Background: an optimization exercise with open tools, aiming at small area. Do not read the settings as production practice. The RTL was checked by simulation tests, not by an equivalence proof against the original design. Power figures rest on the tool's default switching activity, not on a simulated workload.

// transposed_filter
module transposed_filter(
  input signed [15:0] noisy_signal,
  input clk, rst,
  output signed [31:0] filtered_signal
  );
clock: 10.0 ns
lec_check: 0
cap_margin: 20
core_margin: 2
core_utilization: 40
slew_margin: 20
synth_hierarchical: 1
standard.sh (not shown) runs the stock make flow with config.mk's settings and CLKGATE_MAP_FILE= SYNTH_SCRIPT=/design/flow/synth_recipe.tcl, a recipe that flattens the netlist after the stock synthesis.
==> flow/flow/run.sh <==
#!/bin/bash
# Own flow: the standard layout (standard.sh, unchanged synthesis, floorplan,
# power grid, placement and routing), with two settings passed to ORFS:
#  - port buffers use the smallest buffer cell instead of the one buffer_ports picks;
#  - clock tree synthesis without dummy loads, clkbuf_8 buffers and clusters of up to 14 sinks.
set -euo pipefail
export BUFFER_PORTS_ARGS="-buffer_cell sky130_fd_sc_hd__buf_1"
export CTS_ARGS="-sink_clustering_enable -repair_clock_nets -dont_use_dummy_load -buf_list sky130_fd_sc_hd__clkbuf_8 -sink_clustering_size 14 -sink_clustering_max_diameter 50"
bash standard.sh > standard.log 2>&1
The baseline went through all stages and came out clean.
==> next run, changes <==
==> flow/flow/run.sh (replaced) <==
#!/bin/bash
# Own flow: the standard layout (standard.sh, unchanged synthesis, floorplan,
# power grid, placement and routing), with two settings passed to ORFS:
#  - port buffers use the smallest buffer cell instead of the one buffer_ports picks;
#  - clock tree synthesis without dummy loads, clkbuf_8 buffers and clusters of up to 20 sinks.
set -euo pipefail
export BUFFER_PORTS_ARGS="-buffer_cell sky130_fd_sc_hd__buf_1"
export CTS_ARGS="-sink_clustering_enable -repair_clock_nets -dont_use_dummy_load -buf_list sky130_fd_sc_hd__clkbuf_8 -sink_clustering_size 20 -sink_clustering_max_diameter 60"
bash standard.sh > standard.log 2>&1
Area after synthesis is unchanged.
Count of clock-buffer cells in the layout came out lower by 10.
Setup slack gets better by 0.11 ns.
Total power drops slightly.
Final area falls slightly.
Final cell count goes down slightly.
Global-route usage goes down by 0.26 points.
Routed wire length drops slightly.
Maximum frequency rises slightly.
Utilization falls by 0.23 points.
Combinational power stays flat.
==> next run, changes <==
==> flow/run.sh (new file) <==
#!/bin/bash
# synth_recipe.tcl (not shown) runs the flow's synth.tcl, then flattens the netlist and writes it again
# the make line also repeats each setting of config.mk as NAME=value (left out here)
make -C /OpenROAD-flow-scripts/flow DESIGN_CONFIG=/design/flow/config.mk WORK_HOME=/design/flow/orfs CLKGATE_MAP_FILE= SYNTH_SCRIPT=/design/flow/synth_recipe.tcl finish
removed: flow/flow/run.sh
removed: flow/standard.sh
=>
- clock-buffer cell count rose by 17
- synthesized cell count does not change
- non-clock buffer count rose by 1
- synthesized area is unchanged
- clock power climbs by well over a third
- wire length came out higher slightly
- fmax falls slightly
- flip-flop and latch count does not change
- core utilization rose by 2.0 points
- cell count increases slightly
- via count drops slightly
==> next run, changes <==
==> flow/flow/run.sh (new file) <==
#!/bin/bash
# Own flow: the standard layout (standard.sh, unchanged synthesis, floorplan,
# power grid, placement and routing), with two settings passed to ORFS:
#  - port buffers use the smallest buffer cell instead of the one buffer_ports picks;
#  - clock tree synthesis without dummy loads.
set -euo pipefail
export BUFFER_PORTS_ARGS="-buffer_cell sky130_fd_sc_hd__buf_1"
export CTS_ARGS="-sink_clustering_enable -repair_clock_nets -dont_use_dummy_load "
bash standard.sh > standard.log 2>&1
==> flow/standard.sh (new file) <==
#!/bin/bash
# synth_recipe.tcl (not shown) runs the flow's synth.tcl, then flattens the netlist and writes it again
# the make line also repeats each setting of config.mk as NAME=value (left out here)
make -C /OpenROAD-flow-scripts/flow DESIGN_CONFIG=/design/flow/config.mk WORK_HOME=/design/flow/orfs CLKGATE_MAP_FILE= SYNTH_SCRIPT=/design/flow/synth_recipe.tcl "${@:-finish}"
removed: flow/run.sh
Final area drops by 2.4%; via count climbs by 1.9%; worst setup slack improved by 0.068 ns; die area is unchanged; global-route usage drops by 0.21 points; sequential cell count does not change; fmax climbs by 0.74%; total power drops by 4.1%; non-clock buffer count drops by 1; area after synthesis does not change; worst hold slack got worse by 0.0067 ns.

---

the previous run:
Another version of the RTL of transposed_filter (not shown whole).
For scale: about 1600 cells after synthesis, ~340 flip-flops, ~24000 µm² of cells after synthesis.
clock: 10.0 ns
lec_check: 0
cap_margin: 20
core_margin: 2
core_utilization: 40
slew_margin: 20
synth_hierarchical: 1
==> flow/flow/run.sh <==
#!/bin/bash
# Own flow: the standard layout (standard.sh, unchanged synthesis, floorplan,
# power grid, placement and routing), with two settings passed to ORFS:
#  - port buffers use the smallest buffer cell instead of the one buffer_ports picks;
#  - clock tree synthesis without dummy loads, clkbuf_4 buffers and clusters of up to 10 sinks.
set -euo pipefail
export BUFFER_PORTS_ARGS="-buffer_cell sky130_fd_sc_hd__buf_1"
export CTS_ARGS="-sink_clustering_enable -repair_clock_nets -dont_use_dummy_load -buf_list sky130_fd_sc_hd__clkbuf_4 -sink_clustering_size 10 -sink_clustering_max_diameter 40"
bash standard.sh > standard.log 2>&1
What the current run does differently from the previous run at the input level:
==> flow/flow/run.sh <==
#!/bin/bash
# Own flow: the standard layout (standard.sh, unchanged synthesis, floorplan,
# power grid, placement and routing), with two settings passed to ORFS:
#  - port buffers use the smallest buffer cell instead of the one buffer_ports picks;
#  - clock tree synthesis without dummy loads, clkbuf_4 buffers and clusters of up to 12 sinks.
set -euo pipefail
export BUFFER_PORTS_ARGS="-buffer_cell sky130_fd_sc_hd__buf_1"
export CTS_ARGS="-sink_clustering_enable -repair_clock_nets -dont_use_dummy_load -buf_list sky130_fd_sc_hd__clkbuf_4 -sink_clustering_size 12 -sink_clustering_max_diameter 30"
bash standard.sh > standard.log 2>&1
[summary]
Looking at shortest clock period the worst path allows after layout, the current run sits 0.0088 ns higher than the previous run does. The current run against the previous run; TritonCTS buffer count is up by more than a quarter. The previous run → the current run: final hold slack saw little to no change; total vias in the final route saw an increase; maximum ir drop on the vdd rail saw a decrease; final total power saw an increase; clock insertion delay at the later pin of the skew report saw little to no change. Against the previous run, the current run comes in 23 higher on number of clock buffer instances in the layout.

[separate check: timing with driven ports]
No port has a modelled driver above. Below, the same layouts with a new extraction and two added sets of constraints.
Step 1 assumes that a clkbuf_16 drives the clock port and a buf_2 every other input.
Step 2 moves the port delays by t, midway between the first and last clock arrival at a register: inputs arrive t later, outputs are due t later. That takes back most of the time a late clock gives input paths.
a / b / c = no drivers / after step 1 / after step 2; a / b = the first two.
run | t, ns | setup WS [ns] | cell pins on the clock port's net
the first run of note 1 | 0.664 | 0.678 / 0.678 / 0.678 | 1
the second run of note 1 | 0.696 | 0.791 / 0.791 / 0.791 | 1
the third run of note 1 | 0.621 | 0.710 / 0.710 / 0.651 | 1
the fourth run of note 1 | 0.599 | 0.778 / 0.778 / 0.778 | 1
the previous run | 0.817 | 0.686 / 0.686 / 0.686 | 1
the current run | 0.816 | 0.677 / 0.677 / 0.677 | 1
After both steps every run listed still meets setup and hold. The setup slack of the third run of note 1, which loses most, moves by 0.000 ns with the drivers and by -0.059 ns with both steps.
